This is an optimization exercise on Yosys and OpenROAD, whose aim is small area and a short achievable clock period, not a production implementation.
Function was checked by simulation only, so behaviour that the tests miss may differ from the original.
Power and IR drop assume default switching activity.

==> flow/design.v, too long to show whole: its modules and the start of the top module <==
// module mul16: 1010 lines
// module div16: 746 lines
// module ALU_TOP: 94 lines
module ALU_TOP (
  input  wire [15:0] A, B,
  input  wire [3:0]  ALU_FUN,
  input  wire        CLK,
  input  wire        RST,
  output reg  [31:0] ARITH_OUT,
  output reg  [15:0] LOGIC_OUT,
  output wire [15:0] CMP_OUT,
  output reg  [15:0] SHIFT_OUT,
  output reg         CMP_FLAG, CARRY_OUT, LOGIC_FLAG, SHIFT_FLAG, ARITH_FLAG
);
  // ...
==> flow/flow/run.sh <==
#!/bin/bash
# Own layout flow: the standard synthesis, then a netlist pass that moves
# full adders to the polarity that needs the fewest inverters (flow/polfix.py),
# then the standard layout from floorplan to finish, with the resizer's
# setup repair asked to keep a margin below the clock period.
set -euo pipefail
R=orfs/results/${FLOW_PLATFORM}/ALU_TOP/base
bash standard.sh synth > run_synth.log 2>&1
cp "$R/1_2_yosys.v" polfix_in.v
python3 flow/polfix.py polfix_in.v polfix_out.v > polfix.log 2>&1
cp polfix_out.v "$R/1_2_yosys.v"
touch "$R/1_2_yosys.v"
export SETUP_SLACK_MARGIN=$(cat flow/setup_margin.txt)
bash standard.sh finish > run_layout.log 2>&1
==> flow/flow/polfix.py <==
#!/usr/bin/env python3
"""Remove inverters around full adders in a flat Yosys netlist of sky130hd cells.

A full adder is self-dual: FA(~a,~b,~c) = (~sum, ~cout).  Yosys's extract_fa
often leaves an inverter between one adder's output and the next adder's
input.  This script picks, for each fa cell, whether it computes in true or
complemented polarity so that as few inverters as possible are needed, and
swaps simple gates for their complement (nand2 <-> and2, ...) when all of a
gate's loads want the complement.  Every net keeps its logical function; only
inverters are removed or added and gate types swapped.

usage: polfix.py IN.v OUT.v"""
import re, sys, random
from collections import defaultdict

LIB = "sky130_fd_sc_hd__"
OUTPINS = {"X", "Y", "Q", "Q_N", "SUM", "COUT", "HI", "LO"}
AREA = {"inv_1": 3.7536, "nand2_1": 3.7536, "and2_1": 6.256, "and2_0": 6.256, "nor2_1": 3.7536,
        "or2_1": 6.256, "or2_0": 6.256, "xor2_1": 8.7584, "xnor2_1": 8.7584,
        "nand3_1": 5.0048, "and3_1": 6.256, "nor3_1": 5.0048, "or3_1": 6.256,
        "a21oi_1": 5.0048, "a21o_1": 7.5072, "o21ai_0": 5.0048, "o21ai_1": 5.0048, "o21a_1": 7.5072,
        "a22oi_1": 7.5072, "a22o_1": 8.7584, "o22ai_1": 6.256, "o22a_1": 8.7584,
        "nand4_1": 6.256, "and4_1": 8.7584, "nor4_1": 6.256, "or4_1": 7.5072,
        "xnor3_1": 22.5216, "xor3_1": 23.7728, "mux2i_1": 10.0096, "mux2_1": 11.2608}
# complementary pairs (same inputs, complemented output)
COMP = {}
for a, b in [("nand2_1", "and2_1"), ("nor2_1", "or2_1"), ("xor2_1", "xnor2_1"), ("nand3_1", "and3_1"),
             ("nor3_1", "or3_1"), ("a21oi_1", "a21o_1"), ("o21ai_1", "o21a_1"),
             ("a22oi_1", "a22o_1"), ("o22ai_1", "o22a_1"), ("nand4_1", "and4_1"), ("nor4_1", "or4_1"),
             ("xor3_1", "xnor3_1")]:
    COMP[a] = b; COMP[b] = a
COMP["o21ai_0"] = "o21a_1"
COMP["and2_0"] = "nand2_1"; COMP["or2_0"] = "nor2_1"
INV_AREA = AREA["inv_1"]
def outpin(t):
    return "Y" if re.match(r"(nand|nor|xnor2|a21oi|o21ai|a22oi|o22ai)", t) else "X"

def main(src, dst):
    text = open(src).read()
    m = re.search(r"module\s+(\S+)\s*\((.*?)\);", text, re.S)
    head_end = m.end()
    body = text[head_end:text.rindex("endmodule")]
    cell_re = re.compile(r"^\s*(sky130_fd_sc_hd__\w+)\s+(\S+)\s*\((.*?)\);", re.S | re.M)
    decls = []
    cells = []
    pos = 0
    for cm in cell_re.finditer(body):
        cells.append([cm.group(1)[len(LIB):], cm.group(2),
                      [(p, n.strip()) for p, n in re.findall(r"\.(\w+)\(([^()]*)\)", cm.group(3))]])
    decl_text = cell_re.sub("", body)
    if "assign" in decl_text:
        raise SystemExit("netlist has assign statements; not handled")
    ports = set()
    for dm in re.finditer(r"^\s*(input|output)\s*(\[(\d+):(\d+)\])?\s*(\S+);", decl_text, re.M):
        if dm.group(2):
            hi, lo = int(dm.group(3)), int(dm.group(4))
            for i in range(min(hi, lo), max(hi, lo) + 1):
                ports.add(f"{dm.group(5)}[{i}]")
        else:
            ports.add(dm.group(5))

    driver = {}
    for ci, (t, nm, pins) in enumerate(cells):
        for p, n in pins:
            if p in OUTPINS:
                driver[n] = (ci, p)
    def is_inv(ci):
        t = cells[ci][0]
        return (t.startswith("inv_") or t.startswith("clkinv_"))
    # inverters that drive a port stay as they are
    fixed_inv = set()
    for ci, (t, nm, pins) in enumerate(cells):
        if (t.startswith("inv_") or t.startswith("clkinv_")):
            y = dict(pins)["Y"]
            if y in ports:
                fixed_inv.add(ci)
    removable = lambda ci: is_inv(ci) and ci not in fixed_inv
    memo = {}
    def base(n):
        if n in memo: return memo[n]
        d = driver.get(n)
        if d is not None and removable(d[0]):
            a = dict(cells[d[0]][2])["A"]
            b, p = base(a)
            r = (b, p ^ 1)
        else:
            r = (n, 0)
        memo[n] = r
        return r
    # consumers: (cell index, pin) -> (base, pol)
    cons = []   # list of [ci, pin, base, pol]
    for ci, (t, nm, pins) in enumerate(cells):
        if removable(ci):
            continue
        for p, n in pins:
            if p in OUTPINS or n.startswith("1'") or n == "":
                continue
            b, pol = base(n)
            cons.append([ci, p, b, pol])
    # port outputs driven through removable inverters: treat the port as a consumer
    # (not expected for this design: every output port comes straight from a flip-flop)
    for n in ports:
        d = driver.get(n)
        if d is not None and removable(d[0]):
            raise SystemExit(f"port {n} driven by an inverter")
    fa = [ci for ci, c in enumerate(cells) if c[0].startswith("fa_")]
    x = defaultdict(int)           # flip of fa cells
    swap = defaultdict(int)        # complement-swap of simple gates
    by_base = defaultdict(list)
    for k, (ci, p, b, pol) in enumerate(cons):
        by_base[b].append(k)
    def drv_cell(b):
        d = driver.get(b)
        return d[0] if d else None
    def base_cost(b):
        dc = drv_cell(b)
        s = x[dc] if (dc is not None and cells[dc][0].startswith("fa_")) else 0
        want = [cons[k][3] ^ x[cons[k][0]] ^ s for k in by_base[b]]
        # swappable driver
        if dc is not None and cells[dc][0] in COMP and b not in ports and all(cells[dc][2][i][0] not in ("Q",) for i in range(len(cells[dc][2]))):
            t = cells[dc][0]
            n1 = sum(want); n0 = len(want) - n1
            keep = (INV_AREA if n1 else 0.0)
            other = AREA.get(COMP[t], 99) - AREA.get(t, 0) + (INV_AREA if n0 else 0.0)
            return min(keep, other)
        return INV_AREA if any(want) else 0.0
    # bases touched by each fa
    touch = defaultdict(set)
    for ci in fa:
        for p, n in cells[ci][2]:
            if p in OUTPINS:
                touch[ci].add(n)
    for k, (ci, p, b, pol) in enumerate(cons):
        if ci in touch:
            touch[ci].add(b)
    total = sum(base_cost(b) for b in by_base)
    print(f"initial inverter-equivalent cost {total:.1f}", file=sys.stderr)
    improved = True
    it = 0
    while improved and it < 50:
        improved = False; it += 1
        for ci in fa:
            bs = touch[ci]
            before = sum(base_cost(b) for b in bs)
            x[ci] ^= 1
            after = sum(base_cost(b) for b in bs)
            if after < before - 1e-9:
                improved = True
                total += after - before
            else:
                x[ci] ^= 1
    print(f"after flips {total:.1f} ({it} passes, {sum(x.values())} of {len(fa)} adders flipped)", file=sys.stderr)

    # rebuild
    out_cells = []
    newwires = []
    inv_of = {}
    cnt = [0]
    def need_inv(phys_net):
        if phys_net not in inv_of:
            cnt[0] += 1
            w = f"_polfix_n{cnt[0]}_"
            newwires.append(w)
            out_cells.append(["inv_1", f"_polfix_inv{cnt[0]}_", [("A", phys_net), ("Y", w)]])
            inv_of[phys_net] = w
        return inv_of[phys_net]
    # decide per base: physical polarity s_b, whether driver swapped
    s_of = {}
    for b in by_base:
        dc = drv_cell(b)
        s = x[dc] if (dc is not None and cells[dc][0].startswith("fa_")) else 0
        if dc is not None and cells[dc][0] in COMP and b not in ports:
            want = [cons[k][3] ^ x[cons[k][0]] ^ s for k in by_base[b]]
            n1 = sum(want); n0 = len(want) - n1
            keep = (INV_AREA if n1 else 0.0)
            t = cells[dc][0]
            other = AREA.get(COMP[t], 99) - AREA.get(t, 0) + (INV_AREA if n0 else 0.0)
            if other < keep:
                swap[dc] = 1
                s = 1
        s_of[b] = s
    consmap = {(ci, p): (b, pol) for ci, p, b, pol in cons}
    for ci, (t, nm, pins) in enumerate(cells):
        if removable(ci):
            continue
        nt = COMP[t] if swap[ci] else t
        npins = []
        for p, n in pins:
            if swap[ci] and p in ("X", "Y"):
                p = outpin(nt)
            if (ci, p) in consmap:
                b, pol = consmap[(ci, p)]
                phys = pol ^ (x[ci] if t.startswith("fa_") else 0) ^ s_of[b]
                npins.append((p, need_inv(b) if phys else b))
            else:
                npins.append((p, n))
        out_cells.append([nt, nm, npins])
    nrem = sum(1 for ci in range(len(cells)) if removable(ci))
    print(f"removed {nrem} inverters, added {cnt[0]}, swapped {sum(swap.values())} gates", file=sys.stderr)
    # used nets
    used = set()
    for t, nm, pins in out_cells:
        for p, n in pins:
            used.add(n)
    # declarations: keep port decls, keep wire decls of used nets
    keep_lines = []
    for line in decl_text.splitlines():
        s = line.strip()
        if not s:
            continue
        wm = re.match(r"wire\s+(\[[^\]]*\]\s*)?(\S+);", s)
        if wm and not wm.group(1):
            if wm.group(2) not in used and wm.group(2) not in ports:
                continue
        keep_lines.append(line)
    with open(dst, "w") as f:
        f.write(text[:head_end] + "\n")
        f.write("\n".join(keep_lines) + "\n")
        for w in newwires:
            f.write(f"  wire {w};\n")
        for t, nm, pins in out_cells:
            f.write(f"  {LIB}{t} {nm} (\n" + ",\n".join(f"    .{p}({n})" for p, n in pins) + "\n  );\n")
        f.write("endmodule\n")

if __name__ == "__main__":
    main(sys.argv[1], sys.argv[2])
==> flow/flow/setup_margin.txt <==
78
==> flow/standard.sh <==
#!/bin/bash
# synth_recipe.tcl (not shown) runs the flow's synth.tcl, then flattens the netlist and writes it again
# the make line also repeats each setting of config.mk as NAME=value (left out here)
make -C /OpenROAD-flow-scripts/flow DESIGN_CONFIG=/design/flow/config.mk WORK_HOME=/design/flow/orfs CLKGATE_MAP_FILE= SYNTH_SCRIPT=/design/flow/synth_recipe.tcl "${@:-finish}"
==> flow/config.mk <==
export PLATFORM = sky130hd
export DESIGN_NAME = ALU_TOP
export DESIGN_NICKNAME = ALU_TOP
export VERILOG_FILES = /design/flow/design.v
export SDC_FILE = /design/flow/constraint.sdc
export NUM_CORES = 4
export LEC_CHECK = 0
export ABC_AREA = 1
export CAP_MARGIN = 20
export CORE_MARGIN = 2
export CORE_UTILIZATION = 40
export SLEW_MARGIN = 20
==> flow/constraint.sdc <==
create_clock -name core_clock -period 130.0 [get_ports {CLK}]
set_input_delay 26.0000 -clock core_clock [delete_from_list [all_inputs] [get_ports {CLK}]]
set_output_delay 26.0000 -clock core_clock [all_outputs]
set_load 0.01 [all_outputs]
==> results.sh, run 1 <==
export IMPL_seq_area_frac=0.0859
export IMPL_top_layer_used="met4"
export IMPL_cts_buffers=9
export IMPL_num_vias=14400
export IMPL_dominant_cells="multi-input gates"
export IMPL_first_pass_iters=7
export IMPL_critPathMaxFanout=14
export IMPL_final_nets=2584
export IMPL_end_kind="flip-flop"
export IMPL_ant_nets=0
export IMPL_ctsResizeCount=47
export IMPL_grt_pass1_vias=14700
export IMPL_crit_required_ps=130270
export IMPL_n_antenna_cell=0
export IMPL_drtIter0Drc=1074
export IMPL_grt_antenna_before_repair=0
export IMPL_report_final_slew_viol_count=0
export IMPL_regArea_um2=1750
export IMPL_pwr_share_seq=0.112
export IMPL_status="finished clean"
export IMPL_layout_commonest_cell="nand2_1"
export IMPL_dp_slack_ps=74810
export IMPL_rsz0062_at_grt="false"
export IMPL_max_freq_mhz=19.7
export IMPL_switchingPower_uw=108
export IMPL_finalSetupViolations=0
export IMPL_grt_remaining_overflow=0
export IMPL_area_share_nonclk_buffers=0.144
export IMPL_inverters=224
export IMPL_route_met3_wl_um=3580
export IMPL_multi_input_cells=1502
export IMPL_endpoint="ARITH_OUT[0]$_DFF_PN0_"
export IMPL_use_met1=0.307
export IMPL_peakVddDrop_mv=0.0112
export IMPL_utilization=0.511
export IMPL_core_area_um2=39900
export IMPL_dp_hpwl_um=38500
export IMPL_path_depth=202
export IMPL_drc=0
export IMPL_grt_usage=0.254
export IMPL_final_hold_viol_count=0
export IMPL_post_route_period_util=0.391
export IMPL_crit_path_max_incr_delay_ps=530
==> run 2: changes to the inputs <==
==> flow/flow/setup_margin.txt (replaced) <==
75
==> run 2 against run 1 <==
Against the previous run: still clean on timing, DRC and antenna; clock power about the same; cell count shrank 3.7%; synthesized cell count did not move; count of clock-buffer cells in the layout did not move; sequential power barely moved; die area is the same; non-clock buffer count shrank 97; sequential share of layout area grew 0.83 points; largest cell class unchanged; highest routed layer unchanged.
==> results.sh, run 2 <==
export IMPL_status="finished clean"
export IMPL_num_vias=13700
export IMPL_hold_path_class="in2async"
export IMPL_finalSetupViolations=0
export IMPL_relSlewSlack=0.279
export IMPL_place_area_um2=17700
export IMPL_power_leakage_nw=8.74
export IMPL_switchingPower_uw=104
export IMPL_layout_commonest_cell="nand2_1"
export IMPL_start_util=0.407
export IMPL_grt_pass1_vias=14500
export IMPL_drtIter0Drc=941
export IMPL_largest_reg_flops=32
export IMPL_pwr_share_seq=0.118
export IMPL_mappedNetlistArea_um2=16300
export IMPL_grt_usage=0.251
export IMPL_clockBufferDepth=2
export IMPL_wirelength_um=51600
export IMPL_criticalPathCategory="in2reg"
export IMPL_cts_hold_buffers=0
export IMPL_whs_ps=25760
export IMPL_clk_pin_slew_ps=60
export IMPL_layout_common_cells="nand2_1 (464), fa_1 (284), inv_1 (216), ha_1 (151), clkdlybuf4s50_1 (101)"
export IMPL_numPortBuffers=107
export IMPL_p_sw_frac=0.490
export IMPL_critPathMaxFanout=18
export IMPL_final_hold_viol_count=0
export IMPL_die_height_um=206
export IMPL_setup_slack_ps=77370
export IMPL_fillers=3873
export IMPL_clockPowerShare=0.116
export IMPL_rsz0062_at_grt="false"
export IMPL_die_x_um=206
export IMPL_post_route_min_period_ps=52630
export IMPL_crit_path_max_incr_delay_ps=500
export IMPL_grt_start_max_net_pins=71
export IMPL_dp_cells=2466
export IMPL_routed_via_density=5.38
export IMPL_p_comb_frac=0.766
export IMPL_area_growth_syn_to_layout_pct=14.4
export IMPL_first_pass_iters=5
export IMPL_post_route_period_util=0.405
export IMPL_instances_no_fill=2542
export IMPL_syn_inst=1892
export IMPL_fin_area_um2=18600
export IMPL_rows=73
export IMPL_dp_hpwl_um=38500
export IMPL_core_area_um2=39900
export IMPL_pin_count=123
export IMPL_max_freq_mhz=19.0
export IMPL_drc=0
export IMPL_grt_pass1_wl_um=80100
export IMPL_wl_per_cell_um=20.3
export IMPL_end_kind="flip-flop"
export IMPL_peakVddDrop_mv=0.0113
export IMPL_report_final_slew_viol_count=0
export IMPL_powerDensity_nw_per_um2=11.4
export IMPL_cts_sinks=70
export IMPL_arrival_ps=52890
export IMPL_drv_cap=0
export IMPL_cts_tree="yes"
export IMPL_cpMostUsedCell="nand2_1"
export IMPL_finalWeightedCongestion=0.886
export IMPL_grt_antenna_before_repair=0
export IMPL_dp_slack_ps=74810
export IMPL_intPower_uw=108
export IMPL_worst_slew_pin_slew_ps=1080
export IMPL_avgSynthCellArea_um2=8.59
export IMPL_cts_htree_levels=3
export IMPL_grt_remaining_overflow=0
export IMPL_setup_tns_ps=0
export IMPL_cts_buffers=9
export IMPL_dieArea_um2=42300
export IMPL_n_antenna_cell=0
export IMPL_crit_slowest_cell="fa_1"
export IMPL_layout_drive_gt1_share=0.131
export IMPL_cts_root_buf="clkbuf_16"
export IMPL_synth_warnings=1
export IMPL_final_nets=2486
export IMPL_crit_required_ps=130260
export IMPL_crit_path_start="B[7]"
export IMPL_utilization=0.466
export IMPL_total_power_uw=212
export IMPL_ant_nets=0
export IMPL_start_kind="input pin"
==> run 2: how the worst max path moves through the flow <==
stage	to	slack, ps	cells after the start
after floorplan	ARITH_OUT[0]$_DFF_PN0_	80330	201
after global placement	ARITH_OUT[0]$_DFF_PN0_	76000	202
after detailed placement	ARITH_OUT[0]$_DFF_PN0_	74810	202
after CTS	ARITH_OUT[0]$_DFF_PN0_	75160	202
after global routing	ARITH_OUT[0]$_DFF_PN0_	74900	205
final	ARITH_OUT[0]$_DFF_PN0_	77370	198
==> run 2: area by class of cell <==
type | count | area (um2) | share of cell area
clock buffer | 10 | 239 | 0.0129
timing repair buffer | 206 | 1810 | 0.0976
tap | 525 | 657 | 0.0353
clock inverter | 6 | 45.0 | 0.00242
multi-input combinational | 1501 | 13200 | 0.711
inverter | 224 | 867 | 0.0466
sequential | 70 | 1750 | 0.0942
==> run 2: repair_timing <==
action	4_1_cts	5_1_grt
buffers inserted	0	58
resized for setup	0	37
endpoints found under the setup margin	0	2
==> run 2: critical path: cells and delay by family <==
family	cells	cell delay, ps
simple gates	120	11130
fa+ha+maj	19	7170
compound gates	39	5250
buf+inv	19	2900
mux	1	330
==> run 2: power groups by stage <==
stage / Sequential (mW) / Combinational (mW) / Clock [mW]
2_1_floorplan: 0.0266 / 0.106 / 0
4_1_cts: 0.0251 / 0.162 / 0.0253
5_1_grt: 0.0252 / 0.186 / 0.0262
3_5_place_dp: 0.0255 / 0.161 / 0
6_report: 0.0250 / 0.163 / 0.0246
3_3_place_gp: 0.0254 / 0.157 / 0
==> run 2: metal layers <==
metal | vias to the layer above | GRT usage | part of all wire
met3 | 134 | 0.0228 | 0.048
met1 | 6891 | 0.306 | 0.40
li1 | 6171 | - | -
met4 | 0 | 0.102 | 0.040
met5 | - | 0 | 0
met2 | 469 | 0.456 | 0.51
==> run 3: changes to the inputs <==
==> flow/flow/run.sh (replaced) <==
#!/bin/bash
# Own layout flow: the standard synthesis, then a netlist pass that moves
# full adders to the polarity that needs the fewest inverters (flow/polfix.py),
# then the standard layout from floorplan to finish.  flow/env.sh sets the
# resizer's setup margin (how far below the clock period its repair aims) and
# any other ORFS variables for the layout steps.
set -euo pipefail
R=orfs/results/${FLOW_PLATFORM}/ALU_TOP/base
bash standard.sh synth > run_synth.log 2>&1
cp "$R/1_2_yosys.v" polfix_in.v
python3 flow/polfix.py polfix_in.v polfix_out.v > polfix.log 2>&1
cp polfix_out.v "$R/1_2_yosys.v"
touch "$R/1_2_yosys.v"
source flow/env.sh
bash standard.sh finish > run_layout.log 2>&1
==> flow/flow/env.sh (new file) <==
export SETUP_SLACK_MARGIN=75
--- a/flow/config.mk
+++ b/flow/config.mk
@@ -7,6 +7,6 @@
 export LEC_CHECK = 0
 export ABC_AREA = 1
-export CAP_MARGIN = 20
+export CAP_MARGIN = 5
 export CORE_MARGIN = 2
 export CORE_UTILIZATION = 40
-export SLEW_MARGIN = 20
+export SLEW_MARGIN = 5
removed: flow/flow/setup_margin.txt
==> run 3 against run 2 <==
Against the previous run: sequential cell count did not move; still clean; cell count barely moved; worst hold slack got worse by 6.7 ps; sequential power barely moved; largest cell class unchanged; synthesized area did not move; maximum frequency barely moved; clock power barely moved; critical path type unchanged; combinational power barely moved; wire length fell by 0.15%.
==> results.sh, run 3 <==
export IMPL_area_growth_syn_to_layout_pct=14.4
export IMPL_layout_drive_gt1_share=0.130
export IMPL_cts_htree_levels=3
export IMPL_finalSetupViolations=0
export IMPL_grt_pass1_vias=14500
export IMPL_routed_via_density=5.38
export IMPL_die_height_um=206
export IMPL_dp_cells=2466
export IMPL_grt_antenna_before_repair=0
export IMPL_status="finished clean"
export IMPL_final_hold_viol_count=0
export IMPL_avgSynthCellArea_um2=8.59
export IMPL_place_area_um2=17700
export IMPL_first_pass_iters=7
export IMPL_cts_tree="yes"
export IMPL_grt_usage=0.251
export IMPL_n_antenna_cell=0
export IMPL_clockBufferDepth=2
export IMPL_cpMostUsedCell="nand2_1"
export IMPL_path_buf_inv=20
export IMPL_clk_pin_slew_ps=60
export IMPL_fin_area_um2=18600
export IMPL_cts_root_buf="clkbuf_16"
export IMPL_hold_path_class="in2async"
export IMPL_critPathMaxFanout=18
export IMPL_worst_slew_pin_slew_ps=1070
export IMPL_crit_path_max_incr_delay_ps=500
export IMPL_rsz0062_at_grt="false"
export IMPL_final_nets=2485
export IMPL_start_util=0.407
export IMPL_instances_no_fill=2541
export IMPL_post_route_min_period_ps=52630
export IMPL_dp_hpwl_um=38500
export IMPL_finalWeightedCongestion=0.886
export IMPL_drc=0
export IMPL_arrival_ps=52900
export IMPL_mappedNetlistArea_um2=16300
export IMPL_core_area_um2=39900
export IMPL_drv_cap=0
export IMPL_peakVddDrop_mv=0.0113
export IMPL_pin_count=123
export IMPL_layout_commonest_cell="nand2_1"
export IMPL_relSlewSlack=0.286
export IMPL_grt_remaining_overflow=0
export IMPL_criticalPathCategory="in2reg"
export IMPL_grt_pass1_wl_um=80100
export IMPL_ant_nets=0
export IMPL_crit_required_ps=130270
export IMPL_post_route_period_util=0.405
export IMPL_cts_hold_buffers=0
export IMPL_report_final_slew_viol_count=0
export IMPL_num_vias=13700
export IMPL_drtIter0Drc=910
export IMPL_setup_tns_ps=0
export IMPL_crit_slowest_cell="fa_1"
export IMPL_numPortBuffers=107
export IMPL_die_x_um=206
export IMPL_power_leakage_nw=8.74
export IMPL_powerDensity_nw_per_um2=11.4
export IMPL_setup_slack_ps=77370
export IMPL_largest_reg_flops=32
export IMPL_layout_common_cells="nand2_1 (464), fa_1 (284), inv_1 (216), ha_1 (151), clkdlybuf4s50_1 (101)"
export IMPL_wirelength_um=51500
export IMPL_cts_sinks=70
export IMPL_dp_slack_ps=74810
export IMPL_syn_inst=1892
export IMPL_grt_start_max_net_pins=71
export IMPL_rows=73
export IMPL_cts_buffers=9
export IMPL_fillers=3872
export IMPL_wl_per_cell_um=20.3
export IMPL_synth_warnings=1
export IMPL_dieArea_um2=42300
export IMPL_end_kind="flip-flop"
export IMPL_critPathTopFamily="simple AND/OR/NAND/NOR gates"
export IMPL_max_freq_mhz=19.0
export IMPL_start_kind="input pin"
-- run 3: final cells by class --
| type | count | area [um2] | area share |
|---|---|---|---|
| well taps | 525 | 657 | 0.0353 |
| multi-input cells | 1501 | 13200 | 0.711 |
| clock buffers | 10 | 239 | 0.0129 |
| clock inverters | 6 | 45.0 | 0.00242 |
| repair buffers | 205 | 1810 | 0.0972 |
| flip-flops and latches | 70 | 1750 | 0.0943 |
| inverters | 224 | 867 | 0.0467 |
-- run 3: metrics by stage --
step	util	hold WS (ps)	power [mW]
global placement	0.444	26190	0.183
finish	0.466	25750	0.212
CTS	0.451	25800	0.212
detailed placement	0.444	26200	0.187
global route	0.466	25850	0.238
floorplan	-	25700	0.133
-- run 3: power by group --
group	internal, mW	switching [mW]
combinational	0.0706	0.0920
clock	0.0135	0.0112
sequential	0.0242	0.000796
total	0.108	0.104
-- run 3: routing by layer --
layer | up-vias | global-route usage | share of wire
li1 | 6170 | - | -
met1 | 6924 | 0.306 | 0.40
met2 | 449 | 0.456 | 0.51
met3 | 140 | 0.0228 | 0.047
met4 | 0 | 0.102 | 0.041
met5 | - | 0 | 0
-- run 3: timing repair --
| action | in CTS | in global routing |
|---|---|---|
| resized for setup | 0 | 37 |
| endpoints found under the setup margin | 0 | 2 |
| buffers inserted | 0 | 58 |
-- run 3: final timing paths --
path | start | to | slack [ps] | cells past startpoint
max in group asynchronous | RST | SHIFT_OUT[11]$_DFF_PN0_ | 103640 | 1
min in group core_clock | ALU_FUN[1] | LOGIC_OUT[10]$_DFF_PN0_ | 26250 | 3
max | B[7] | ARITH_OUT[0]$_DFF_PN0_ | 77370 | 202
min | RST | LOGIC_OUT[0]$_DFF_PN0_ | 25750 | 1
==> run 4: changes to the inputs <==
==> flow/flow/env.sh (replaced) <==
export SETUP_SLACK_MARGIN=75
export REMOVE_ABC_BUFFERS=1
--- a/flow/config.mk
+++ b/flow/config.mk
@@ -7,6 +7,6 @@
 export LEC_CHECK = 0
 export ABC_AREA = 1
-export CAP_MARGIN = 5
+export CAP_MARGIN = 20
 export CORE_MARGIN = 2
 export CORE_UTILIZATION = 40
-export SLEW_MARGIN = 5
+export SLEW_MARGIN = 20
==> run 4 against run 3 <==
Against the previous run: still clean; global-route usage increased by 0.31 points; critical path depth decreased by 2; worst setup slack improved by 35 ps; synthesized area unchanged; cell count increased by 0.28%; worst hold slack got worse by 210 ps; sequential cell count unchanged; count of clock-buffer cells in the layout unchanged; non-clock buffer count increased by 6; critical endpoint unchanged.
==> results.sh, run 4 <==
export IMPL_grt_use_met3=0.0447
export IMPL_rsz0062_at_grt="false"
export IMPL_final_hold_viol_count=0
export IMPL_dp_cells=2468
export IMPL_cts_htree_levels=3
export IMPL_synth_warnings=1
export IMPL_pwr_share_seq=0.118
export IMPL_finalSetupViolations=0
export IMPL_clockPowerShare=0.138
export IMPL_p_sw_frac=0.479
export IMPL_p_comb_frac=0.744
export IMPL_ant_nets=0
export IMPL_drc=0
export IMPL_die_height_um=206
export IMPL_num_vias=13700
export IMPL_grt_pass1_wl_um=81000
export IMPL_met2_usage=0.408
export IMPL_criticalPathCategory="in2reg"
export IMPL_cts_root_buf="clkbuf_16"
export IMPL_intPower_uw=110
export IMPL_grt_start_max_net_pins=71
export IMPL_core_area_um2=39900
export IMPL_dp_hpwl_um=37200
export IMPL_crit_slowest_cell="clkdlybuf4s50_1"
export IMPL_dieArea_um2=42300
export IMPL_whs_ps=25550
export IMPL_arrival_ps=52890
export IMPL_setup_tns_ps=0
export IMPL_drtIter0Drc=1057
export IMPL_wl_per_cell_um=19.9
export IMPL_instances_no_fill=2548
export IMPL_grt_pass1_vias=14300
export IMPL_grt_busiest_layer="met2"
export IMPL_hold_path_class="in2async"
export IMPL_utilization=0.469
export IMPL_cts_sinks=70
export IMPL_rows=73
export IMPL_powerDensity_nw_per_um2=11.3
export IMPL_worst_slew_pin_slew_ps=1070
export IMPL_peakVddDrop_mv=0.00959
export IMPL_pin_count=123
export IMPL_largest_reg_flops=32
export IMPL_end_kind="flip-flop"
export IMPL_grt_antenna_before_repair=0
export IMPL_multiInputGateArea_um2=13200
export IMPL_clk_pin_slew_ps=70
export IMPL_use_met1=0.346
export IMPL_cpMostUsedCell="nand2_1"
export IMPL_switchingPower_uw=101
export IMPL_cts_tree="yes"
export IMPL_post_route_period_util=0.405
export IMPL_mappedNetlistArea_um2=16300
export IMPL_numPortBuffers=107
export IMPL_crit_required_ps=130290
export IMPL_drv_cap=0
export IMPL_n_antenna_cell=0
export IMPL_max_freq_mhz=19.0
export IMPL_finalWeightedCongestion=0.914
export IMPL_dp_slack_ps=74650
export IMPL_status="finished clean"
export IMPL_final_nets=2492
export IMPL_routed_via_density=5.36
export IMPL_first_pass_iters=5
export IMPL_layout_common_cells="nand2_1 (463), fa_1 (281), inv_1 (214), ha_1 (152), clkdlybuf4s50_1 (102)"
export IMPL_grt_remaining_overflow=0
export IMPL_total_power_uw=211
export IMPL_cts_buffers=9
export IMPL_critPathMaxFanout=27
export IMPL_die_x_um=206
export IMPL_avgSynthCellArea_um2=8.59
export IMPL_power_leakage_nw=8.81
export IMPL_start_kind="input pin"
export IMPL_report_final_slew_viol_count=0
export IMPL_cts_hold_buffers=0
export IMPL_regArea_um2=1750
export IMPL_wirelength_um=50800
export IMPL_place_area_um2=17700
export IMPL_fillers=3821
export IMPL_layout_commonest_cell="nand2_1"
export IMPL_setup_slack_ps=77400
export IMPL_area_growth_syn_to_layout_pct=15.3
export IMPL_layout_drive_gt1_share=0.136
export IMPL_relSlewSlack=0.286
export IMPL_post_route_min_period_ps=52600
export IMPL_clockBufferDepth=2
export IMPL_start_util=0.407
export IMPL_crit_path_max_incr_delay_ps=500
export IMPL_grt_usage=0.254
export IMPL_fin_area_um2=18700
export IMPL_syn_inst=1892
==> run 4: final cells by class <==
type	count	area share
Multi-Input combinational cell	1500	0.706
Timing Repair inverter	2	0.000534
Clock inverter	6	0.00501
Inverter	224	0.0468
Clock buffer	10	0.0122
Timing Repair Buffer	211	0.101
Sequential cell	70	0.0935
Tap cell	525	0.0351
==> run 4: per-layer routing <==
metal,vias to the layer above,part of all wire
li1,6189,-
met1,6816,0.43
met2,553,0.46
met3,104,0.079
met4,0,0.031
met5,-,0
==> run 4: worst max-delay path: cells and delay by family <==
kind / cells / cell delay (ps)
and+or+nand+nor: 120 / 10900
adders and majority gates: 19 / 6890
AOI/OAI and AO/OA: 41 / 5930
buffers and inverters: 20 / 3060
==> run 4: final timing paths <==
| kind | startpoint | to | slack [ps] | depth (start not counted) |
|---|---|---|---|---|
| min in group core_clock | ALU_FUN[1] | LOGIC_OUT[15]$_DFF_PN0_ | 26270 | 3 |
| max in group asynchronous | RST | LOGIC_OUT[1]$_DFF_PN0_ | 103860 | 2 |
| setup / recovery | B[8] | ARITH_OUT[0]$_DFF_PN0_ | 77400 | 200 |
| hold / removal | RST | CARRY_OUT$_DFF_PN0_ | 25550 | 1 |
==> run 4: repair_timing <==
action	CTS	global route
setup buffers	0	61
gates resized for setup	0	44
endpoints found under the setup margin	0	2
==> run 4: power groups by stage <==
stage               combinational [mW]  sequential, mW  clock (mW)
floorplan                        0.103          0.0266           0
CTS                              0.156          0.0250      0.0298
global placement                 0.153          0.0253           0
detailed placement               0.154          0.0253           0
finish                           0.157          0.0249      0.0290
global route                     0.182          0.0251      0.0305
==> run 5: changes to the inputs <==
==> flow/flow/env.sh (replaced) <==
export SETUP_SLACK_MARGIN=75
export BUFFER_PORTS_ARGS="-buffer_cell sky130_fd_sc_hd__buf_1"
==> run 5 against run 4 <==
Against the previous run: die area unchanged; sequential share of layout area up 0.48 points; count of clock-buffer cells in the layout unchanged; critical endpoint unchanged; synthesized cell count unchanged; largest power group unchanged; worst setup slack better by 180 ps; still clean on timing, DRC and antenna; non-clock buffer count down 28; sequential cell count unchanged; cell area down 4.9%; combinational power about the same.
==> results.sh, run 5 <==
export IMPL_peakVddDrop_mv=0.0107
export IMPL_grt_start_max_net_pins=71
export IMPL_criticalPathCategory="in2reg"
export IMPL_cts_buffers=9
export IMPL_end_kind="flip-flop"
export IMPL_cts_hold_buffers=0
export IMPL_layout_drive_gt1_share=0.120
export IMPL_grt_usage=0.249
export IMPL_path_buf_inv=17
export IMPL_synth_warnings=1
export IMPL_drtIter0Drc=862
export IMPL_critPathTopFamily="simple AND/OR/NAND/NOR gates"
export IMPL_num_vias=13600
export IMPL_layout_commonest_cell="nand2_1"
export IMPL_core_area_um2=39900
export IMPL_grt_antenna_before_repair=0
export IMPL_syn_inst=1892
export IMPL_layout_common_cells="nand2_1 (464), fa_1 (284), inv_1 (216), ha_1 (152), buf_1 (100)"
export IMPL_hold_path_class="in2async"
export IMPL_area_growth_syn_to_layout_pct=9.63
export IMPL_cts_tree="yes"
export IMPL_wl_per_cell_um=20.2
export IMPL_start_util=0.407
export IMPL_grt_pass1_vias=14400
export IMPL_finalSetupViolations=0
export IMPL_powerDensity_nw_per_um2=11.6
export IMPL_cts_htree_levels=3
export IMPL_grt_pass1_wl_um=79500
export IMPL_max_freq_mhz=19.1
export IMPL_cts_sinks=70
export IMPL_finalWeightedCongestion=0.886
export IMPL_first_pass_iters=5
export IMPL_post_route_min_period_ps=52420
export IMPL_numPortBuffers=107
export IMPL_routed_via_density=5.39
export IMPL_arrival_ps=52680
export IMPL_report_final_slew_viol_count=0
export IMPL_mappedNetlistArea_um2=16300
export IMPL_grt_remaining_overflow=0
export IMPL_dp_hpwl_um=38300
export IMPL_die_x_um=206
export IMPL_crit_required_ps=130260
export IMPL_cts_root_buf="clkbuf_16"
export IMPL_dieArea_um2=42300
export IMPL_final_nets=2464
export IMPL_drc=0
export IMPL_power_leakage_nw=8.42
export IMPL_cpMostUsedCell="nand2_1"
export IMPL_worst_slew_pin_slew_ps=1090
export IMPL_die_height_um=206
export IMPL_final_hold_viol_count=0
export IMPL_utilization=0.446
export IMPL_pin_count=123
export IMPL_n_antenna_cell=0
export IMPL_critPathMaxFanout=19
export IMPL_rows=73
export IMPL_largest_reg_flops=32
export IMPL_start_kind="input pin"
export IMPL_rsz0062_at_grt="false"
export IMPL_avgSynthCellArea_um2=8.59
export IMPL_status="finished clean"
export IMPL_wirelength_um=50800
export IMPL_setup_tns_ps=0
export IMPL_clockBufferDepth=2
export IMPL_crit_slowest_cell="fa_1"
export IMPL_post_route_period_util=0.403
export IMPL_relSlewSlack=0.273
export IMPL_ant_nets=0
export IMPL_drv_cap=0
export IMPL_crit_path_max_incr_delay_ps=510
export IMPL_clk_pin_slew_ps=70
run 5: power breakdown:
group	total, mW	switching (mW)	internal, mW
logic	0.158	0.0916	0.0662
registers	0.0250	0.000740	0.0242
clock network	0.0243	0.0107	0.0135
run 5: worst max-delay path by stage:
| stage | start | endpoint | slack, ps | cells past startpoint |
|---|---|---|---|---|
| floorplan | B[3] | ARITH_OUT[0]$_DFF_PN0_ | 80330 | 201 |
| global placement | B[8] | ARITH_OUT[0]$_DFF_PN0_ | 76540 | 202 |
| detailed placement | B[8] | ARITH_OUT[0]$_DFF_PN0_ | 75180 | 202 |
| CTS | B[8] | ARITH_OUT[0]$_DFF_PN0_ | 75510 | 200 |
| global route | A[15] | ARITH_OUT[0]$_DFF_PN0_ | 74880 | 202 |
| finish | B[7] | ARITH_OUT[0]$_DFF_PN0_ | 77580 | 198 |
run 5: stage by stage:
stage	cell area (um2)	power, mW	hold WS, ps	instances	setup WS (ps)
2_1_floorplan	16300	0.133	25700	1906	80330
3_3_place_gp	17100	0.179	26240	2466	76540
3_5_place_dp	17100	0.183	26250	2466	75180
4_1_cts	17400	0.207	25870	2482	75510
5_1_grt	17800	0.230	25850	2520	74880
6_report	17800	0.207	25760	2520	77580
run 5: cell type report:
class | count | area, um2
timing repair buffer | 183 | 1050
timing repair inverter | 2 | 10.0
clock buffer | 10 | 239
clock inverter | 6 | 45.0
sequential | 70 | 1750
multi-input combinational | 1500 | 13200
tap | 525 | 657
fill | 3965 | 22100
inverter | 224 | 870
run 5: metal layers:
metal,track usage,part of all wire
met5,0,0
met4,0.121,0.049
met3,0.0264,0.047
met2,0.439,0.50
met1,0.304,0.40
run 5: repair_timing:
item,4_1_cts,5_1_grt
gates resized for setup,0,42
endpoints found under the setup margin,0,2
buffers inserted,0,36
==> run 6: changes to the inputs <==
==> flow/flow/env.sh (replaced) <==
export SETUP_SLACK_MARGIN=77
export TNS_END_PERCENT=0
export BUFFER_PORTS_ARGS="-buffer_cell sky130_fd_sc_hd__buf_1"
==> flow/flow/polfix.py (replaced) <==
#!/usr/bin/env python3
"""Polarity optimisation of a flat Yosys netlist of sky130hd cells.

Yosys's extract_fa often leaves inverters between adders.  This pass removes
every inverter and then chooses, cell by cell, the polarity each signal is
built in, re-adding only the inverters that are still needed:
  * a full adder (fa) is self-dual, FA(~a,~b,~c) = (~sum, ~cout), so it may
    compute in complemented polarity (all inputs and both outputs inverted);
  * a half adder (ha) is split into its sum, an xor2/xnor2 (any input or
    output polarity at the same area), and its carry, a 2-input AND in the
    polarity that fits (and2, nand2, nor2, or2, and2b, nand2b, or2b, nor2b);
  * xor2/xnor2 take any input and output polarity;
  * a simple gate with a complement (nand2/and2, nor2/or2, ...) is swapped
    when all its loads want its complement.
Every net keeps its logical function.  usage: polfix2.py IN.v OUT.v"""
import re, sys, random, math
from collections import defaultdict

LIB = "sky130_fd_sc_hd__"
OUTPINS = {"X", "Y", "Q", "Q_N", "SUM", "COUT", "HI", "LO"}
AREA = {"inv_1": 3.7536, "nand2_1": 3.7536, "and2_1": 6.256, "and2_0": 6.256, "nor2_1": 3.7536,
        "or2_1": 6.256, "or2_0": 6.256, "xor2_1": 8.7584, "xnor2_1": 8.7584,
        "nand3_1": 5.0048, "and3_1": 6.256, "nor3_1": 5.0048, "or3_1": 6.256,
        "a21oi_1": 5.0048, "a21o_1": 7.5072, "o21ai_0": 5.0048, "o21ai_1": 5.0048, "o21a_1": 7.5072,
        "a22oi_1": 7.5072, "a22o_1": 8.7584, "o22ai_1": 6.256, "o22a_1": 8.7584,
        "nand4_1": 6.256, "and4_1": 8.7584, "nor4_1": 6.256, "or4_1": 7.5072,
        "and2b_1": 7.5072, "nand2b_1": 6.256, "or2b_1": 7.5072, "nor2b_1": 6.256}
COMP = {}
for a, b in [("nand2_1", "and2_1"), ("nor2_1", "or2_1"), ("nand3_1", "and3_1"),
             ("nor3_1", "or3_1"), ("a21oi_1", "a21o_1"), ("o21ai_1", "o21a_1"),
             ("a22oi_1", "a22o_1"), ("o22ai_1", "o22a_1"), ("nand4_1", "and4_1"), ("nor4_1", "or4_1")]:
    COMP[a] = b; COMP[b] = a
COMP["o21ai_0"] = "o21a_1"; COMP["and2_0"] = "nand2_1"; COMP["or2_0"] = "nor2_1"
INV = AREA["inv_1"]

def outpin(t):
    return "Y" if re.match(r"(nand|nor|xnor2|a21oi|o21ai|a22oi|o22ai|inv|clkinv)", t) else "X"

# 2-input AND family: (inverted a, inverted b, inverted output) -> (cell, pin for a, pin for b)
# f = (a ^ ia) & (b ^ ib) ^ io
def and_variant(ia, ib, io):
    if not ia and not ib:
        return ("nand2_1", "A", "B") if io else ("and2_1", "A", "B")
    if ia and ib:   # ~a & ~b = nor(a,b); its complement = or(a,b)
        return ("or2_1", "A", "B") if io else ("nor2_1", "A", "B")
    if ia and not ib:   # ~a & b
        # and2b: X = !A_N & B ; nand2b: Y = !(!A_N & B) = A_N | !B
        return ("nand2b_1", "A_N", "B") if io else ("and2b_1", "A_N", "B")
    # a & ~b
    return ("nand2b_1", "B", "A_N") if io else ("and2b_1", "B", "A_N")

def main(src, dst):
    text = open(src).read()
    m = re.search(r"module\s+(\S+)\s*\((.*?)\);", text, re.S)
    head_end = m.end()
    body = text[head_end:text.rindex("endmodule")]
    cell_re = re.compile(r"^\s*(sky130_fd_sc_hd__\w+)\s+(\S+)\s*\((.*?)\);", re.S | re.M)
    cells = []
    for cm in cell_re.finditer(body):
        cells.append([cm.group(1)[len(LIB):], cm.group(2),
                      [(p, n.strip()) for p, n in re.findall(r"\.(\w+)\(([^()]*)\)", cm.group(3))]])
    decl_text = cell_re.sub("", body)
    if re.search(r"\bassign\b", decl_text):
        raise SystemExit("netlist has assign statements; not handled")
    ports = set()
    for dm in re.finditer(r"^\s*(input|output)\s*(\[(\d+):(\d+)\])?\s*(\S+);", decl_text, re.M):
        if dm.group(2):
            hi, lo = int(dm.group(3)), int(dm.group(4))
            for i in range(min(hi, lo), max(hi, lo) + 1):
                ports.add(f"{dm.group(5)}[{i}]")
        else:
            ports.add(dm.group(5))
    driver = {}
    for ci, (t, nm, pins) in enumerate(cells):
        for p, n in pins:
            if p in OUTPINS:
                driver[n] = (ci, p)
    is_inv = lambda ci: re.match(r"(inv|clkinv)_", cells[ci][0]) is not None
    fixed_inv = {ci for ci in range(len(cells)) if is_inv(ci) and dict(cells[ci][2])["Y"] in ports}
    removable = lambda ci: is_inv(ci) and ci not in fixed_inv
    memo = {}
    def base(n):
        if n in memo: return memo[n]
        d = driver.get(n)
        if d is not None and removable(d[0]):
            b, p = base(dict(cells[d[0]][2])["A"])
            r = (b, p ^ 1)
        else:
            r = (n, 0)
        memo[n] = r
        return r

    nodes = []        # dict(kind, ci, ins=[(pin, base, pol)], outs=[(pin, net)], t)
    for ci, (t, nm, pins) in enumerate(cells):
        if removable(ci):
            continue
        ins = []; outs = []
        for p, n in pins:
            if p in OUTPINS:
                outs.append((p, n))
            elif n.startswith("1'") or n == "":
                ins.append((p, n, None))
            else:
                b, pol = base(n)
                ins.append((p, b, pol))
        if t.startswith("fa_"):
            nodes.append(dict(kind="fa", ci=ci, t=t, ins=ins, outs=outs, name=nm))
        elif t.startswith("ha_"):
            d = dict((p, (b, pol)) for p, b, pol in ins)
            o = dict(outs)
            if "SUM" in o:
                nodes.append(dict(kind="xor", ci=ci, t="xor2_1", ins=[("A",) + d["A"], ("B",) + d["B"]],
                                  outs=[("X", o["SUM"])], name=nm + "_s", k=0))
            if "COUT" in o:
                nodes.append(dict(kind="and", ci=ci, t="and2_1", ins=[("A",) + d["A"], ("B",) + d["B"]],
                                  outs=[("X", o["COUT"])], name=nm + "_c"))
        elif t in ("xor2_1", "xnor2_1"):
            nodes.append(dict(kind="xor", ci=ci, t=t, ins=ins, outs=outs, name=nm, k=1 if t == "xnor2_1" else 0))
        elif t in COMP and len(outs) == 1 and outs[0][1] not in ports:
            nodes.append(dict(kind="swap", ci=ci, t=t, ins=ins, outs=outs, name=nm))
        else:
            nodes.append(dict(kind="fixed", ci=ci, t=t, ins=ins, outs=outs, name=nm))
    for n in ports:
        d = driver.get(n)
        if d is not None and removable(d[0]):
            raise SystemExit(f"port {n} driven by an inverter")
    # base net -> producing node
    prod = {}
    for ni, nd in enumerate(nodes):
        for p, n in nd["outs"]:
            prod[n] = ni
    # consumers per base
    cons = defaultdict(list)   # base -> list of (node index, input index)
    for ni, nd in enumerate(nodes):
        for ii, (p, b, pol) in enumerate(nd["ins"]):
            if pol is not None:
                cons[b].append((ni, ii))
    var = [0] * len(nodes)
    def s_of(b):
        ni = prod.get(b)
        return var[ni] if ni is not None and nodes[ni]["kind"] != "fixed" else 0
    def node_cost(ni):
        nd = nodes[ni]; k = nd["kind"]
        if k == "and":
            (_, b0, p0), (_, b1, p1) = nd["ins"]
            cell = and_variant(p0 ^ s_of(b0), p1 ^ s_of(b1), var[ni])[0]
            return AREA[cell]
        if k == "swap":
            return AREA.get(COMP[nd["t"]], 99) if var[ni] else AREA.get(nd["t"], 0)
        return 0.0
    def base_cost(b):
        s = s_of(b)
        for ni, ii in cons[b]:
            nd = nodes[ni]; k = nd["kind"]
            if k in ("xor", "and"):
                continue
            want = nd["ins"][ii][2] ^ (var[ni] if k == "fa" else 0) ^ s
            if want:
                return INV
        return 0.0
    # variable nodes and what their flip touches
    vnodes = [ni for ni, nd in enumerate(nodes) if nd["kind"] in ("fa", "xor", "and", "swap")]
    touch_b = {}; touch_n = {}
    for ni in vnodes:
        nd = nodes[ni]
        bs = set(n for p, n in nd["outs"])
        ns = {ni}
        for p, n in nd["outs"]:
            for cj, ii in cons[n]:
                if nodes[cj]["kind"] == "and":
                    ns.add(cj)
        if nd["kind"] == "fa":
            bs |= set(b for p, b, pol in nd["ins"] if pol is not None)
        touch_b[ni] = bs; touch_n[ni] = ns
    def local(ni):
        return sum(base_cost(b) for b in touch_b[ni]) + sum(node_cost(n) for n in touch_n[ni])
    total = sum(base_cost(b) for b in cons) + sum(node_cost(n) for n in range(len(nodes)))
    start = total
    rng = random.Random(1)
    best = total; best_var = list(var)
    # greedy then annealing
    for rnd in range(3):
        for ni in vnodes:
            before = local(ni); var[ni] ^= 1; after = local(ni)
            if after < before - 1e-9: total += after - before
            else: var[ni] ^= 1
    if total < best: best = total; best_var = list(var)
    steps = 40 * len(vnodes) * 20
    for s in range(steps):
        T = 3.0 * (1 - s / steps) + 0.01
        ni = vnodes[rng.randrange(len(vnodes))]
        before = local(ni); var[ni] ^= 1; after = local(ni)
        d = after - before
        if d <= 0 or rng.random() < math.exp(-d / T):
            total += d
            if total < best - 1e-9:
                best = total; best_var = list(var)
        else:
            var[ni] ^= 1
    var[:] = best_var
    total = sum(base_cost(b) for b in cons) + sum(node_cost(n) for n in range(len(nodes)))
    print(f"polarity cost {start:.1f} -> {total:.1f}", file=sys.stderr)

    # rebuild
    out = []; newwires = []; inv_of = {}
    cnt = [0]
    def phys(b, want_comp):
        if not want_comp:
            return b
        if b not in inv_of:
            cnt[0] += 1
            w = f"_polfix_n{cnt[0]}_"
            newwires.append(w)
            out.append(["inv_1", f"_polfix_inv{cnt[0]}_", [("A", b), ("Y", w)]])
            inv_of[b] = w
        return inv_of[b]
    for ni, nd in enumerate(nodes):
        k = nd["kind"]; v = var[ni]
        if k == "fa":
            pins = [(p, n if pol is None else phys(b, pol ^ v ^ s_of(b))) for p, b, pol in nd["ins"]] + nd["outs"]
            out.append([nd["t"], nd["name"], pins])
        elif k == "xor":
            (pa, b0, p0), (pb, b1, p1) = nd["ins"]
            inv = (p0 ^ s_of(b0)) ^ (p1 ^ s_of(b1)) ^ nd["k"] ^ v
            t = "xnor2_1" if inv else "xor2_1"
            out.append([t, nd["name"], [("A", b0), ("B", b1), (outpin(t), nd["outs"][0][1])]])
        elif k == "and":
            (pa, b0, p0), (pb, b1, p1) = nd["ins"]
            t, pin0, pin1 = and_variant(p0 ^ s_of(b0), p1 ^ s_of(b1), v)
            out.append([t, nd["name"], [(pin0, b0), (pin1, b1), (outpin(t), nd["outs"][0][1])]])
        else:
            t = COMP[nd["t"]] if (k == "swap" and v) else nd["t"]
            pins = []
            for p, b, pol in nd["ins"]:
                pins.append((p, b if pol is None else phys(b, pol ^ s_of(b))))
            for p, n in nd["outs"]:
                pins.append((outpin(t) if k == "swap" else p, n))
            out.append([t, nd["name"], pins])
    nrem = sum(1 for ci in range(len(cells)) if removable(ci))
    print(f"removed {nrem} inverters, added {cnt[0]}", file=sys.stderr)
    used = set(n for t, nm, pins in out for p, n in pins)
    keep = []
    for line in decl_text.splitlines():
        s = line.strip()
        if not s: continue
        wm = re.match(r"wire\s+(\[[^\]]*\]\s*)?(\S+);", s)
        if wm and not wm.group(1) and wm.group(2) not in used and wm.group(2) not in ports:
            continue
        keep.append(line)
    with open(dst, "w") as f:
        f.write(text[:head_end] + "\n" + "\n".join(keep) + "\n")
        for w in newwires:
            f.write(f"  wire {w};\n")
        for t, nm, pins in out:
            nm2 = nm if nm.startswith("\\") else nm
            f.write(f"  {LIB}{t} {nm2} (\n" + ",\n".join(f"    .{p}({n})" for p, n in pins) + "\n  );\n")
        f.write("endmodule\n")

if __name__ == "__main__":
    main(sys.argv[1], sys.argv[2])
==> run 6 against run 5 <==
Against the previous run: global-route usage rose by 0.71 points; synthesized cell count rose by 1.4%; non-clock buffer count rose by 53; highest routed layer unchanged; still clean; maximum frequency rose by 2.4%.
==> results.sh, run 6 <==
export IMPL_status="finished clean"
export IMPL_wl_per_cell_um=20.1
export IMPL_grt_pass1_vias=14500
export IMPL_hold_path_class="in2async"
export IMPL_cts_htree_levels=3
export IMPL_layout_common_cells="nand2_1 (479), fa_1 (268), buf_4 (117), inv_1 (106), nor2_1 (100)"
export IMPL_rows=73
export IMPL_num_vias=14100
export IMPL_synth_warnings=1
export IMPL_clockBufferDepth=2
export IMPL_clk_pin_slew_ps=70
export IMPL_grt_antenna_before_repair=0
export IMPL_avgSynthCellArea_um2=8.28
export IMPL_routed_via_density=5.42
export IMPL_first_pass_iters=6
export IMPL_drtIter0Drc=1051
export IMPL_post_route_min_period_ps=51170
export IMPL_n_antenna_cell=0
export IMPL_worst_slew_pin_slew_ps=1100
export IMPL_setup_slack_ps=78830
export IMPL_setup_tns_ps=0
export IMPL_wirelength_um=52400
export IMPL_cts_sinks=70
export IMPL_start_kind="input pin"
export IMPL_drc=0
export IMPL_dieArea_um2=41300
export IMPL_route_met3_wl_um=3760
export IMPL_grt_remaining_overflow=0
export IMPL_critPathMaxFanout=12
export IMPL_dp_hpwl_um=36200
export IMPL_arrival_ps=51430
export IMPL_layout_drive_gt1_share=0.187
export IMPL_cts_tree="yes"
export IMPL_peakVddDrop_mv=0.0142
export IMPL_max_freq_mhz=19.5
export IMPL_wl_met1_um=20500
export IMPL_instances_no_fill=2604
export IMPL_dp_cells=2494
export IMPL_power_leakage_nw=7.79
export IMPL_cts_root_buf="clkbuf_16"
export IMPL_end_kind="flip-flop"
export IMPL_drv_cap=0
export IMPL_fillers=3877
export IMPL_core_area_um2=39500
export IMPL_dp_slack_ps=75250
export IMPL_powerDensity_nw_per_um2=12.3
export IMPL_largest_reg_flops=32
export IMPL_crit_path_max_incr_delay_ps=400
export IMPL_numPortBuffers=107
export IMPL_layout_commonest_cell="nand2_1"
export IMPL_finalSetupViolations=0
export IMPL_rsz0062_at_grt="false"
export IMPL_routed_wl_met2_um=26300
export IMPL_cts_buffers=9
export IMPL_crit_slowest_cell="fa_2"
export IMPL_finalWeightedCongestion=0.895
export IMPL_grt_usage=0.257
export IMPL_top_layer_used="met4"
export IMPL_grt_pass1_wl_um=80700
export IMPL_mappedNetlistArea_um2=15900
export IMPL_die_height_um=203
export IMPL_crit_path_start="A[15]"
export IMPL_syn_inst=1919
export IMPL_final_hold_viol_count=0
export IMPL_post_route_period_util=0.394
export IMPL_cts_hold_buffers=0
export IMPL_ant_nets=0
export IMPL_grt_start_max_net_pins=63
export IMPL_pin_count=123
export IMPL_area_growth_syn_to_layout_pct=15.2
export IMPL_cpMostUsedCell="nand2_1"
export IMPL_final_nets=2396
export IMPL_die_x_um=203
export IMPL_relSlewSlack=0.269
export IMPL_report_final_slew_viol_count=0
export IMPL_start_util=0.403
export IMPL_criticalPathCategory="in2reg"
export IMPL_crit_required_ps=130260
run 6: power by group:
part / total [mW] / internal [mW] / switching [mW]
Sequential: 0.0252 / 0.0242 / 0.00103
Clock: 0.0266 / 0.0134 / 0.0132
Combinational: 0.174 / 0.0731 / 0.101
Total: 0.225 / 0.111 / 0.115
run 6: what timing repair did:
action | CTS | global route
hold endpoints to repair | 0 | 0
endpoints found under the setup margin | 1 | 2
pin swaps | 2 | 60
buffers inserted | 13 | 74
gates cloned | 0 | 7
gates resized for setup | 16 | 139
run 6: how the worst max path moves through the flow:
stage | depth (start not counted) | endpoint
floorplan | 193 | ARITH_OUT[0]$_DFF_PN0_
global placement | 193 | ARITH_OUT[0]$_DFF_PN0_
detailed placement | 193 | ARITH_OUT[0]$_DFF_PN0_
CTS | 195 | ARITH_OUT[0]$_DFF_PN0_
global route | 198 | ARITH_OUT[0]$_DFF_PN0_
finish | 193 | ARITH_OUT[0]$_DFF_PN0_
run 6: final cells by class:
| type | instances | area, um2 | area share |
|---|---|---|---|
| Sequential cell | 70 | 1750 | 0.0956 |
| Tap cell | 525 | 657 | 0.0359 |
| Inverter | 116 | 464 | 0.0253 |
| Timing Repair inverter | 2 | 10.0 | 0.000547 |
| Clock buffer | 9 | 225 | 0.0123 |
| Multi-Input combinational cell | 1639 | 13700 | 0.746 |
| Timing Repair Buffer | 236 | 1490 | 0.0813 |
| Clock inverter | 7 | 63.8 | 0.00348 |
run 6: metrics by stage:
stage                     utilization  cell area, um2  hold slack, ps  power, mW
after floorplan                     -           15900           25700      0.144
after global placement          0.425           16800           25860      0.191
after detailed placement        0.425           16800           25860      0.193
after CTS                       0.436           17200           25460      0.222
after global routing            0.464           18300           25470      0.252
final                           0.464           18300           25460      0.225
run 6: per-layer routing:
layer  vias to the layer above  track usage
li1                       6290            -
met1                      7134        0.321
met2                       586        0.446
met3                       114       0.0403
met4                         0       0.0975
met5                         -            0
run 6: critical path: cells and delay by family:
kind / cells / cell delay, ps
and+or+nand+nor: 119 / 12080
adders and majority gates: 11 / 3910
xor gates and xnor gates: 7 / 1320
buffers and inverters: 17 / 2240
AOI/OAI and AO/OA: 39 / 5680
==> run 7: changes to the inputs <==
==> flow/flow/env.sh (replaced) <==
export SETUP_SLACK_MARGIN=75
export BUFFER_PORTS_ARGS="-buffer_cell sky130_fd_sc_hd__buf_1"
==> run 7 against run 6 <==
Against the previous run: worst setup slack lost 1300 ps; sequential share of layout area increased by 0.37 points; via count decreased by 2.0%; utilization is 1.7 points lower; first-iteration DRC count is 0.57% lower; non-clock buffer count is 39 lower; worst hold slack improved by 1.3 ps; maximum frequency shrank 2.5%; sequential cell count did not move; combinational power decreased by 2%; count of clock-buffer cells in the layout did not move; critical path depth is 3 higher; critical path type unchanged; largest power group unchanged.
==> results.sh, run 7 <==
export IMPL_pin_count=123
export IMPL_grt_pass1_vias=14400
export IMPL_grt_pass1_wl_um=80400
export IMPL_dieArea_um2=41300
export IMPL_criticalPathCategory="in2reg"
export IMPL_die_height_um=203
export IMPL_cpMostUsedCell="nand2_1"
export IMPL_final_hold_viol_count=0
export IMPL_peakVddDrop_mv=0.0142
export IMPL_area_growth_syn_to_layout_pct=10.9
export IMPL_fin_area_um2=17600
export IMPL_max_freq_mhz=19.1
export IMPL_report_final_slew_viol_count=0
export IMPL_powerDensity_nw_per_um2=12.6
export IMPL_wirelength_um=51200
export IMPL_layout_commonest_cell="nand2_1"
export IMPL_cts_tree="yes"
export IMPL_numPortBuffers=107
export IMPL_status="finished clean"
export IMPL_synth_warnings=1
export IMPL_layout_drive_gt1_share=0.134
export IMPL_num_vias=13800
export IMPL_rows=73
export IMPL_setup_tns_ps=0
export IMPL_clockBufferDepth=2
export IMPL_dp_hpwl_um=36200
export IMPL_cts_buffers=9
export IMPL_final_nets=2354
export IMPL_syn_inst=1919
export IMPL_finalSetupViolations=0
export IMPL_total_power_uw=222
export IMPL_cts_sinks=70
export IMPL_place_area_um2=16800
export IMPL_crit_slowest_cell="fa_1"
export IMPL_first_pass_iters=6
export IMPL_fillers=3953
export IMPL_end_kind="flip-flop"
export IMPL_drtIter0Drc=1045
export IMPL_mappedNetlistArea_um2=15900
export IMPL_arrival_ps=52750
export IMPL_die_x_um=203
export IMPL_routed_via_density=5.40
export IMPL_grt_usage=0.256
export IMPL_drc=0
export IMPL_drv_cap=0
export IMPL_finalWeightedCongestion=0.895
export IMPL_grt_antenna_before_repair=0
export IMPL_post_route_min_period_ps=52490
export IMPL_relSlewSlack=0.266
export IMPL_grt_remaining_overflow=0
export IMPL_start_util=0.403
export IMPL_crit_path_max_incr_delay_ps=460
export IMPL_start_kind="input pin"
export IMPL_avgSynthCellArea_um2=8.28
export IMPL_critPathMaxFanout=19
export IMPL_ant_nets=0
export IMPL_cts_htree_levels=3
export IMPL_rsz0062_at_grt="false"
export IMPL_worst_slew_pin_slew_ps=1100
export IMPL_post_route_period_util=0.404
export IMPL_clk_pin_slew_ps=70
export IMPL_power_leakage_nw=7.54
export IMPL_crit_required_ps=130260
export IMPL_grt_start_max_net_pins=63
export IMPL_layout_common_cells="nand2_1 (502), fa_1 (283), inv_1 (110), nor2_1 (108)"
export IMPL_wl_per_cell_um=20.0
export IMPL_cts_root_buf="clkbuf_16"
export IMPL_hold_path_class="in2async"
export IMPL_core_area_um2=39500
export IMPL_largest_reg_flops=32
run 7: path summary, 6_finish.rpt:
kind	from	endpoint	slack, ps	cells after the start
setup / recovery	A[15]	ARITH_OUT[0]$_DFF_PN0_	77510	196
hold / removal	RST	ARITH_OUT[19]$_DFF_PN0_	25460	1
max in group asynchronous	RST	ARITH_OUT[6]$_DFF_PN0_	103430	2
min in group core_clock	ALU_FUN[2]	ARITH_FLAG$_DFF_PN0_	25880	2
run 7: layer usage:
layer / track usage / up-vias / part of all wire / routed length, um
met2: 0.444 / 549 / 0.50 / 25400
li1: - / 6207 / - / -
met1: 0.322 / 6974 / 0.40 / 20300
met4: 0.0941 / 0 / 0.035 / 1800
met5: 0 / - / 0 / 0
met3: 0.0388 / 108 / 0.073 / 3720
run 7: repair_timing:
action / in CTS / in global routing
hold endpoints to repair: 0 / 0
gates resized for setup: 0 / 45
hold buffers: 0 / 0
buffers inserted: 0 / 48
setup endpoints to repair: 0 / 2
run 7: where the power goes:
| group | switching, mW | internal [mW] |
|---|---|---|
| Clock | 0.0131 | 0.0134 |
| Combinational | 0.0988 | 0.0713 |
| Sequential | 0.00101 | 0.0242 |
run 7: final cells by class:
class                      instances  area (um2)  area share
sequential                        70        1750      0.0994
timing repair inverter             2        10.0    0.000568
timing repair buffer             197        1130      0.0644
multi-input combinational       1636       13300       0.756
clock buffer                       9         225      0.0128
antenna                            1        2.50    0.000142
inverter                         116         457      0.0259
clock inverter                     7        63.8     0.00362
tap                              525         657      0.0373
run 7: worst max-delay path: cells and delay by family:
| family | cells | cell delay (ps) |
|---|---|---|
| buffers and inverters | 18 | 2370 |
| adders and majority gates | 11 | 4640 |
| xor gates and xnor gates | 7 | 1150 |
| AOI/OAI and AO/OA | 39 | 5420 |
| and+or+nand+nor | 121 | 13110 |
run 7: through the flow:
stage                     std cells  hold slack (ps)  utilization  worst slack (ps)
final                          2563            25460        0.447             77510
after global routing           2562            25470        0.447             74770
after CTS                      2510            25460        0.432             75570
after detailed placement       2494            25860        0.425             75250
after global placement         2494            25860        0.425             76520
after floorplan                1933            25700            -             79790

[static timing again, ports no longer ideal]
The results above use ideal ports. As a check the final layouts listed here were re-extracted and re-timed, cells and wires unchanged. Step 1 (the two cells are an assumption about what drives the block):
set clk [get_ports {CLK}]
set_driving_cell -lib_cell sky130_fd_sc_hd__clkbuf_16 $clk
set_driving_cell -lib_cell sky130_fd_sc_hd__buf_2 [delete_from_list [all_inputs] $clk]
Step 2 moves the port delays by t, midway between the first and last clock arrival at a register: inputs arrive t later, outputs are due t later. That takes back most of the time a late clock gives input paths. Three values: ideal, step 1, step 2; two values: the first two.
run | shift t [ns] | setup WS [ns] | worst hold slack (ns) | worst register clock-pin slew, ns | cell pins on the clock port's net
run 1 | 0.411 | 79.227 / 79.245 / 78.834 | 25.754 / 25.736 / 26.148 | 0.07 / 0.07 | 1
run 2 | 0.405 | 77.366 / 77.387 / 76.981 | 25.760 / 25.744 / 26.149 | 0.07 / 0.07 | 1
run 3 | 0.406 | 77.369 / 77.387 / 76.981 | 25.754 / 25.738 / 26.144 | 0.07 / 0.07 | 1
run 4 | 0.443 | 77.404 / 77.432 / 76.989 | 25.545 / 25.515 / 25.958 | 0.08 / 0.08 | 1
run 5 | 0.404 | 77.585 / 77.603 / 77.199 | 25.763 / 25.740 / 26.145 | 0.07 / 0.07 | 1
run 6 | 0.431 | 78.830 / 78.856 / 78.425 | 25.459 / 25.428 / 25.860 | 0.09 / 0.09 | 1
run 7 | 0.431 | 77.507 / 77.540 / 77.109 | 25.460 / 25.429 / 25.860 | 0.09 / 0.09 | 1
After both steps setup and hold are still met in every run listed. The setup slack of run 4, which loses most, moves by +0.028 ns with the drivers and by -0.415 ns with both steps.
